What follows belongs to an exercise in optimizing a design on an open flow for small area; a production flow would make more cautious choices. In this exercise RTL edits were held to simulation tests only and were not proved equivalent to the original. The clock input has no modelled driver; a real chip could not lean on it and would need a root buffer or a full tree. No activity file was given, so power comes from the tool's default toggle rates.

== job 101 ==
// pingpong_fft_controller
module pingpong_fft_controller (
    input  wire        clk,
    input  wire        rst,
    input  wire [31:0] fft_data_in,
    input  wire        fft_data_valid,
    output wire [14:0] bram_addra,
    output wire [31:0] bram_dina,
    output wire        bram_wea,
    output wire        bram_ena,
    input  wire [31:0] bram_douta,
    output wire [14:0] bram_addrb,
    output wire [31:0] bram_dinb,
    output wire        bram_web,
    output wire        bram_enb,
    input  wire [31:0] bram_doutb,
    output reg  [31:0] fft_doppler_input,
    output wire        fft_doppler_valid,
    output wire        fft_doppler_last
);
==> flow/config.mk <==
export PLATFORM = sky130hd
export DESIGN_NAME = pingpong_fft_controller
export DESIGN_NICKNAME = pingpong_fft_controller
export VERILOG_FILES = /design/flow/design.v
export SDC_FILE = /design/flow/constraint.sdc
export NUM_CORES = 4
export LEC_CHECK = 0
export CAP_MARGIN = 20
export CORE_MARGIN = 2
export CORE_UTILIZATION = 65
export SLEW_MARGIN = 20
==> flow/constraint.sdc <==
create_clock -name core_clock -period 5.0 [get_ports {clk}]
set_input_delay 1.0000 -clock core_clock [delete_from_list [all_inputs] [get_ports {clk}]]
set_output_delay 1.0000 -clock core_clock [all_outputs]
set_load 0.01 [all_outputs]
standard.sh (not shown) runs the stock make flow with config.mk's settings and CLKGATE_MAP_FILE= SYNTH_SCRIPT=/design/flow/synth_recipe.tcl, a recipe that flattens the netlist after the stock synthesis.
==> flow/flow/run.sh <==
#!/bin/bash
# Own layout flow: the standard ORFS flow (standard.sh), with these changes:
#  - synthesis maps logic with an area-oriented ABC script (flow/abc_area.script)
#    instead of ORFS's speed script; everything else in synthesis is the standard flow's own
#    script (synth_recipe.tcl), so the registers are the standard ones;
#  - the port buffers that global placement inserts are sky130_fd_sc_hd__buf_1;
#  - after repair_design, cells on paths with slack to spare are downsized;
#  - CTS inserts no dummy loads, and after CTS the clock tree is rebuilt as one
#    root buffer and a few leaf buffers (flow/post_cts.tcl).
# Each step's full output goes to a log file in this folder (and ORFS's own logs
# under orfs/logs).
set -euo pipefail
here=$(pwd)
{
  echo 'proc abc {args} {'
  echo '  set i [lsearch -exact $args -script]'
  echo "  if {\$i >= 0} { lset args [expr {\$i + 1}] {$here/flow/abc_area.script} }"
  echo '  yosys abc {*}$args'
  echo '}'
  cat "$here/synth_recipe.tcl"
} > "$here/own_synth.tcl"
export BUFFER_PORTS_ARGS="-buffer_cell sky130_fd_sc_hd__buf_1"
export POST_RESIZE_TCL="$here/flow/post_resize.tcl"
export CTS_ARGS="-sink_clustering_enable -repair_clock_nets -dont_use_dummy_load"
export POST_CTS_TCL="$here/flow/post_cts.tcl"
export CT_ROOT=sky130_fd_sc_hd__clkbuf_4 CT_LEAF=sky130_fd_sc_hd__clkbuf_8 CT_LEAVES=5
bash standard.sh SYNTH_SCRIPT="$here/own_synth.tcl" synth > "$here/synth.log" 2>&1
bash standard.sh SYNTH_SCRIPT="$here/own_synth.tcl" finish > "$here/layout.log" 2>&1
==> flow/flow/abc_area.script <==
strash
dc2
balance
rewrite
refactor
balance
rewrite
rewrite -z
balance
refactor -z
rewrite -z
balance
&get -n
&dch -f
&nf -R 1000
&put
topo
dnsize -c
==> flow/flow/clock_tree.tcl <==
# Rebuild the clock tree as one root buffer driving CT_LEAVES leaf buffers,
# each placed at the centre of a cluster of flip-flops (k-means on position).
proc ct_rebuild {root_master leaf_master nleaves} {
  set block [ord::get_db_block]
  set db [ord::get_db]
  set clk [$block findNet clk]
  # Collect sinks below the existing clock buffers and remove those buffers.
  set sinks {}
  set todo [list $clk]
  set dead_insts {}
  set dead_nets {}
  while {[llength $todo]} {
    set net [lindex $todo 0]
    set todo [lrange $todo 1 end]
    foreach it [$net getITerms] {
      if {![$it isInputSignal] && [$it getIoType] ne "INPUT"} continue
      set inst [$it getInst]
      set m [[$inst getMaster] getName]
      if {[string match "sky130_fd_sc_hd__clkbuf_*" $m] || [string match "sky130_fd_sc_hd__clkinv*" $m] || [string match "clkload*" [$inst getName]]} {
        lappend dead_insts $inst
        foreach o [$inst getITerms] {
          if {[$o isOutputSignal] && [$o getNet] ne "NULL"} { lappend todo [$o getNet]; lappend dead_nets [$o getNet] }
        }
      } else {
        lappend sinks $it
      }
    }
  }
  foreach it $sinks { $it disconnect }
  foreach inst $dead_insts { odb::dbInst_destroy $inst }
  foreach net $dead_nets { odb::dbNet_destroy $net }
  # Sink positions.
  set pts {}
  foreach it $sinks {
    set bb [[$it getInst] getBBox]
    lappend pts [list [expr {([$bb xMin] + [$bb xMax]) / 2}] [expr {([$bb yMin] + [$bb yMax]) / 2}]]
  }
  set n [llength $sinks]
  # k-means, seeded by sorting on angle around the centre.
  set cx 0; set cy 0
  foreach p $pts { set cx [expr {$cx + [lindex $p 0]}]; set cy [expr {$cy + [lindex $p 1]}] }
  set cx [expr {double($cx) / $n}]; set cy [expr {double($cy) / $n}]
  set cent {}
  for {set k 0} {$k < $nleaves} {incr k} {
    set a [expr {2 * 3.14159265 * ($k + 0.5) / $nleaves}]
    lappend cent [list [expr {$cx + 20000 * cos($a)}] [expr {$cy + 20000 * sin($a)}]]
  }
  set cap [expr {int(ceil(double($n) / $nleaves)) + 2}]
  for {set iter 0} {$iter < 30} {incr iter} {
    # balanced assignment: greedy by distance with a size cap
    set pairs {}
    for {set i 0} {$i < $n} {incr i} {
      for {set k 0} {$k < $nleaves} {incr k} {
        set d [expr {abs([lindex $pts $i 0] - [lindex $cent $k 0]) + abs([lindex $pts $i 1] - [lindex $cent $k 1])}]
        lappend pairs [list $d $i $k]
      }
    }
    set pairs [lsort -real -index 0 $pairs]
    set asg [lrepeat $n -1]
    set cnt [lrepeat $nleaves 0]
    foreach pr $pairs {
      lassign $pr d i k
      if {[lindex $asg $i] >= 0 || [lindex $cnt $k] >= $cap} continue
      lset asg $i $k
      lset cnt $k [expr {[lindex $cnt $k] + 1}]
    }
    set newc {}
    for {set k 0} {$k < $nleaves} {incr k} {
      set sx 0; set sy 0; set c 0
      for {set i 0} {$i < $n} {incr i} {
        if {[lindex $asg $i] == $k} { set sx [expr {$sx + [lindex $pts $i 0]}]; set sy [expr {$sy + [lindex $pts $i 1]}]; incr c }
      }
      if {$c} { lappend newc [list [expr {double($sx) / $c}] [expr {double($sy) / $c}]] } else { lappend newc [lindex $cent $k] }
    }
    set cent $newc
  }
  # Root buffer.
  set rnet [odb::dbNet_create $block clknet_root]
  $rnet setSigType CLOCK
  set root [odb::dbInst_create $block [$db findMaster $root_master] clkbuf_root]
  [$root findITerm A] connect $clk
  [$root findITerm X] connect $rnet
  set rx 0; set ry 0
  for {set k 0} {$k < $nleaves} {incr k} {
    set lnet [odb::dbNet_create $block clknet_leaf_$k]
    $lnet setSigType CLOCK
    set leaf [odb::dbInst_create $block [$db findMaster $leaf_master] clkbuf_leaf_$k]
    [$leaf findITerm A] connect $rnet
    [$leaf findITerm X] connect $lnet
    for {set i 0} {$i < $n} {incr i} {
      if {[lindex $asg $i] == $k} { [lindex $sinks $i] connect $lnet }
    }
    set x [expr {int([lindex $cent $k 0])}]; set y [expr {int([lindex $cent $k 1])}]
    $leaf setLocation $x $y
    $leaf setPlacementStatus PLACED
    set rx [expr {$rx + $x}]; set ry [expr {$ry + $y}]
    puts "clock leaf $k: [lindex $cnt $k] sinks at $x $y"
  }
  $root setLocation [expr {$rx / $nleaves}] [expr {$ry / $nleaves}]
  $root setPlacementStatus PLACED
}
==> flow/flow/post_cts.tcl <==
# Replace the clock tree that CTS built with a two-level tree: one root buffer
# driving a few leaf buffers, each at the centre of a cluster of flip-flops.
source [file join [file dirname [info script]] clock_tree.tcl]
ct_rebuild $::env(CT_ROOT) $::env(CT_LEAF) $::env(CT_LEAVES)
detailed_placement
check_placement -verbose
estimate_parasitics -placement
report_clock_skew
report_worst_slack -max
report_worst_slack -min
Other scripts of this flow, unchanged in this note and not shown: flow/flow/post_resize.tcl
Job 101 finished every step from synthesis to the final layout, and the layout passed the timing, DRC and antenna checks.
--- input diff job 101..job 102 ---
--- a/flow/flow/run.sh
+++ b/flow/flow/run.sh
@@ -5,2 +5,4 @@
 #    script (synth_recipe.tcl), so the registers are the standard ones;
+#  - half and full adder cells are not used (added to the platform's
+#    DONT_USE_CELLS), which leaves adders to ABC as plain logic;
 #  - the port buffers that global placement inserts are sky130_fd_sc_hd__buf_1;
@@ -21,2 +23,5 @@
 } > "$here/own_synth.tcl"
+# The platform's own DONT_USE_CELLS, then the adder cells.
+dont_use="sky130_fd_sc_hd__probe_p_8 sky130_fd_sc_hd__probec_p_8 sky130_fd_sc_hd__lpflow_bleeder_1 sky130_fd_sc_hd__lpflow_clkbufkapwr_1 sky130_fd_sc_hd__lpflow_clkbufkapwr_16 sky130_fd_sc_hd__lpflow_clkbufkapwr_2 sky130_fd_sc_hd__lpflow_clkbufkapwr_4 sky130_fd_sc_hd__lpflow_clkbufkapwr_8 sky130_fd_sc_hd__lpflow_clkinvkapwr_1 sky130_fd_sc_hd__lpflow_clkinvkapwr_16 sky130_fd_sc_hd__lpflow_clkinvkapwr_2 sky130_fd_sc_hd__lpflow_clkinvkapwr_4 sky130_fd_sc_hd__lpflow_clkinvkapwr_8 sky130_fd_sc_hd__lpflow_decapkapwr_12 sky130_fd_sc_hd__lpflow_decapkapwr_3 sky130_fd_sc_hd__lpflow_decapkapwr_4 sky130_fd_sc_hd__lpflow_decapkapwr_6 sky130_fd_sc_hd__lpflow_decapkapwr_8 sky130_fd_sc_hd__lpflow_inputiso0n_1 sky130_fd_sc_hd__lpflow_inputiso0p_1 sky130_fd_sc_hd__lpflow_inputiso1n_1 sky130_fd_sc_hd__lpflow_inputiso1p_1 sky130_fd_sc_hd__lpflow_inputisolatch_1 sky130_fd_sc_hd__lpflow_isobufsrc_1 sky130_fd_sc_hd__lpflow_isobufsrc_16 sky130_fd_sc_hd__lpflow_isobufsrc_2 sky130_fd_sc_hd__lpflow_isobufsrc_4 sky130_fd_sc_hd__lpflow_isobufsrc_8 sky130_fd_sc_hd__lpflow_isobufsrckapwr_16 sky130_fd_sc_hd__lpflow_lsbuf_lh_hl_isowell_tap_1 sky130_fd_sc_hd__lpflow_lsbuf_lh_hl_isowell_tap_2 sky130_fd_sc_hd__lpflow_lsbuf_lh_hl_isowell_tap_4 sky130_fd_sc_hd__lpflow_lsbuf_lh_isowell_4 sky130_fd_sc_hd__lpflow_lsbuf_lh_isowell_tap_1 sky130_fd_sc_hd__lpflow_lsbuf_lh_isowell_tap_2 sky130_fd_sc_hd__lpflow_lsbuf_lh_isowell_tap_4"
+dont_use+=" sky130_fd_sc_hd__ha_1 sky130_fd_sc_hd__ha_2 sky130_fd_sc_hd__ha_4 sky130_fd_sc_hd__fa_1 sky130_fd_sc_hd__fa_2 sky130_fd_sc_hd__fa_4 sky130_fd_sc_hd__fah_1 sky130_fd_sc_hd__fahcin_1 sky130_fd_sc_hd__fahcon_1"
 export BUFFER_PORTS_ARGS="-buffer_cell sky130_fd_sc_hd__buf_1"
@@ -25,4 +30,4 @@
 export POST_CTS_TCL="$here/flow/post_cts.tcl"
-export CT_ROOT=sky130_fd_sc_hd__clkbuf_4 CT_LEAF=sky130_fd_sc_hd__clkbuf_8 CT_LEAVES=5
-bash standard.sh SYNTH_SCRIPT="$here/own_synth.tcl" synth > "$here/synth.log" 2>&1
-bash standard.sh SYNTH_SCRIPT="$here/own_synth.tcl" finish > "$here/layout.log" 2>&1
+export CT_ROOT=sky130_fd_sc_hd__clkbuf_4 CT_LEAF=sky130_fd_sc_hd__clkbuf_8 CT_LEAVES=6
+bash standard.sh SYNTH_SCRIPT="$here/own_synth.tcl" "DONT_USE_CELLS=$dont_use" synth > "$here/synth.log" 2>&1
+bash standard.sh SYNTH_SCRIPT="$here/own_synth.tcl" "DONT_USE_CELLS=$dont_use" finish > "$here/layout.log" 2>&1
Notes after the runs:
Measured against job 101, the overall power consumption of job 102 comes out at 1.08 times the reference value.
Job 101 has lower critical path depth than job 102.
Final-layout worst hold slack: job 102 higher than job 101
The worst setup path startpoint comes out rn[7] in one run and rn[8] in the other, namely in job 101 and job 102 respectively.
Pre-CTS worst setup slack was higher in job 101 than in job 102.
Relative to job 101, the first-pass GRT wire length of job 102 is lower by 3900 µm.
Taking job 101 as the reference, in job 102 maximum clock frequency shrank by about 27%, final core utilization dropped 0.85 points, setup slack now sits lower.
#### Input delta (job 103 over job 102)
- an added GPL_TIMING_DRIVEN of 0
--- a/flow/flow/run.sh
+++ b/flow/flow/run.sh
@@ -10,3 +10,4 @@
 #  - CTS inserts no dummy loads, and after CTS the clock tree is rebuilt as one
-#    root buffer and a few leaf buffers (flow/post_cts.tcl).
+#    root inverter driving a few leaf inverters, each at the centre of a
+#    cluster of flip-flops (flow/post_cts.tcl); the two inversions cancel.
 # Each step's full output goes to a log file in this folder (and ORFS's own logs
@@ -27,2 +28,3 @@
 export BUFFER_PORTS_ARGS="-buffer_cell sky130_fd_sc_hd__buf_1"
+export PRE_GLOBAL_PLACE_TCL="$here/flow/pre_global_place.tcl"
 export POST_RESIZE_TCL="$here/flow/post_resize.tcl"
@@ -30,3 +32,3 @@
 export POST_CTS_TCL="$here/flow/post_cts.tcl"
-export CT_ROOT=sky130_fd_sc_hd__clkbuf_4 CT_LEAF=sky130_fd_sc_hd__clkbuf_8 CT_LEAVES=6
+export CT_ROOT=sky130_fd_sc_hd__inv_6 CT_LEAF=sky130_fd_sc_hd__inv_8 CT_LEAVES=5
 bash standard.sh SYNTH_SCRIPT="$here/own_synth.tcl" "DONT_USE_CELLS=$dont_use" synth > "$here/synth.log" 2>&1
--- a/flow/flow/abc_area.script
+++ b/flow/flow/abc_area.script
@@ -1,2 +1,13 @@
 strash
+dc2
+balance
+rewrite
+refactor
+balance
+rewrite
+rewrite -z
+balance
+refactor -z
+rewrite -z
+balance
 dc2
@@ -14,3 +25,3 @@
 &dch -f
-&nf -R 1000
+&nf -R 1000 -p
 &put
--- a/flow/flow/clock_tree.tcl
+++ b/flow/flow/clock_tree.tcl
@@ -2,2 +2,10 @@
 # each placed at the centre of a cluster of flip-flops (k-means on position).
+# The output pin of a one-input cell (X of a buffer, Y of an inverter).
+proc ct_out {inst} {
+  foreach it [$inst getITerms] {
+    if {[$it isOutputSignal]} { return $it }
+  }
+  error "no output pin on [$inst getName]"
+}
+
 proc ct_rebuild {root_master leaf_master nleaves} {
@@ -18,3 +26,3 @@
       set m [[$inst getMaster] getName]
-      if {[string match "sky130_fd_sc_hd__clkbuf_*" $m] || [string match "sky130_fd_sc_hd__clkinv*" $m] || [string match "clkload*" [$inst getName]]} {
+      if {[string match "clkbuf_*" [$inst getName]] || [string match "clkload*" [$inst getName]] || [string match "clkinv*" [$inst getName]]} {
         lappend dead_insts $inst
@@ -81,3 +89,3 @@
   [$root findITerm A] connect $clk
-  [$root findITerm X] connect $rnet
+  [ct_out $root] connect $rnet
   set rx 0; set ry 0
@@ -88,3 +96,3 @@
     [$leaf findITerm A] connect $rnet
-    [$leaf findITerm X] connect $lnet
+    [ct_out $leaf] connect $lnet
     for {set i 0} {$i < $n} {incr i} {
--- a/flow/flow/post_cts.tcl
+++ b/flow/flow/post_cts.tcl
@@ -1,3 +1,4 @@
-# Replace the clock tree that CTS built with a two-level tree: one root buffer
-# driving a few leaf buffers, each at the centre of a cluster of flip-flops.
+# Replace the clock tree that CTS built with a two-level tree: one root cell
+# driving a few leaf cells (buffers, or inverters at both levels), each leaf at
+# the centre of a cluster of flip-flops.
 source [file join [file dirname [info script]] clock_tree.tcl]
==> flow/flow/pre_global_place.tcl (new file) <==
# Global placement is not timing driven here, so remove the buffers that
# synthesis inserted, as timing-driven global placement would.
remove_buffers
[summary]
- Per the comparison of job 103 with job 102, total nets after synthesis rose about 1%; final standard cell count with taps included and fillers excluded held; highest cell delay on the worst timing path held steady.
- Summary: first-iteration DRC count, job 103 worse than job 102
- Summary of the comparison: count of inverters not on the clock network in the layout is higher in job 103, relative to job 102.
- Compared with job 102, job 103 shows a higher sequential power.
--- input diff job 103..job 104 ---
- clearing GPL_TIMING_DRIVEN, which used to be 0
--- a/flow/flow/run.sh
+++ b/flow/flow/run.sh
@@ -10,4 +10,3 @@
 #  - CTS inserts no dummy loads, and after CTS the clock tree is rebuilt as one
-#    root inverter driving a few leaf inverters, each at the centre of a
-#    cluster of flip-flops (flow/post_cts.tcl); the two inversions cancel.
+#    root buffer and a few leaf buffers (flow/post_cts.tcl).
 # Each step's full output goes to a log file in this folder (and ORFS's own logs
@@ -28,3 +27,2 @@
 export BUFFER_PORTS_ARGS="-buffer_cell sky130_fd_sc_hd__buf_1"
-export PRE_GLOBAL_PLACE_TCL="$here/flow/pre_global_place.tcl"
 export POST_RESIZE_TCL="$here/flow/post_resize.tcl"
==> flow/flow/abc_area.script <==
strash
dc2
balance
rewrite
refactor
balance
rewrite
rewrite -z
balance
refactor -z
rewrite -z
balance
&get -n
&dch -f
&nf -R 1000
&put
topo
dnsize -c
==> flow/flow/post_cts.tcl <==
# Replace the clock tree that CTS built with a two-level tree: one root buffer
# driving a few leaf buffers, each at the centre of a cluster of flip-flops.
source [file join [file dirname [info script]] clock_tree.tcl]
ct_rebuild $::env(CT_ROOT) $::env(CT_LEAF) $::env(CT_LEAVES)
detailed_placement
check_placement -verbose
estimate_parasitics -placement
report_clock_skew
report_worst_slack -max
report_worst_slack -min
removed: flow/flow/pre_global_place.tcl
## What came out
- Of job 103 and job 104, job 104 shows the higher compound-gate portion of the synthesized area, with job 103 below it.
- Final weighted congestion of routability-driven global placement is higher on job 104
- Distinct cell type count after synthesis ends up lower on job 104.
- Synthesized cell count of job 104 falls short of that of job 103 slightly.
- Comparing job 103 and job 104, the higher global-route usage over all layers is on job 103.
- Job 104 vs job 103: synthesized netlist net count down
No run of this note takes its clock network from TritonCTS; it comes from the design's own scripts or RTL.

[what the ideal ports hide]
The flow's constraints put no driver on any port. The routed layouts listed below were extracted and timed again, unchanged, in two steps.
Step 1 sets driving cells, clkbuf_16 on the clock port and buf_2 on the other inputs (assumed; they add their load-dependent delay and slew).
Step 2, shift: input delay + t, output delay - t, t = (earliest + latest rising clock arrival at the registers) / 2. This alone moves slack from input paths to output paths.
Slacks: ideal / step 1 / step 2; pairs: ideal / step 1.
run | t, ns | slack for setup (ns) | worst setup path at the end | worst register clock-pin slew, ns | cell pins on the clock port's net
job 101 | 0.432 | 2.020 / 1.991 / 1.735 | input to register | 0.12 / 0.12 | 1
job 102 | 0.422 | 0.934 / 0.907 / 1.329 | register to output | 0.11 / 0.11 | 1
job 103 | 0.233 | 1.090 / 1.049 / 1.282 | register to output | 0.11 / 0.11 | 1
job 104 | 0.227 | 1.151 / 1.110 / 1.336 | register to output | 0.10 / 0.10 | 1
After both steps setup and hold are still met in every run listed. The setup slack of job 101, which loses most, moves by -0.029 ns with the drivers and by -0.285 ns with both steps.
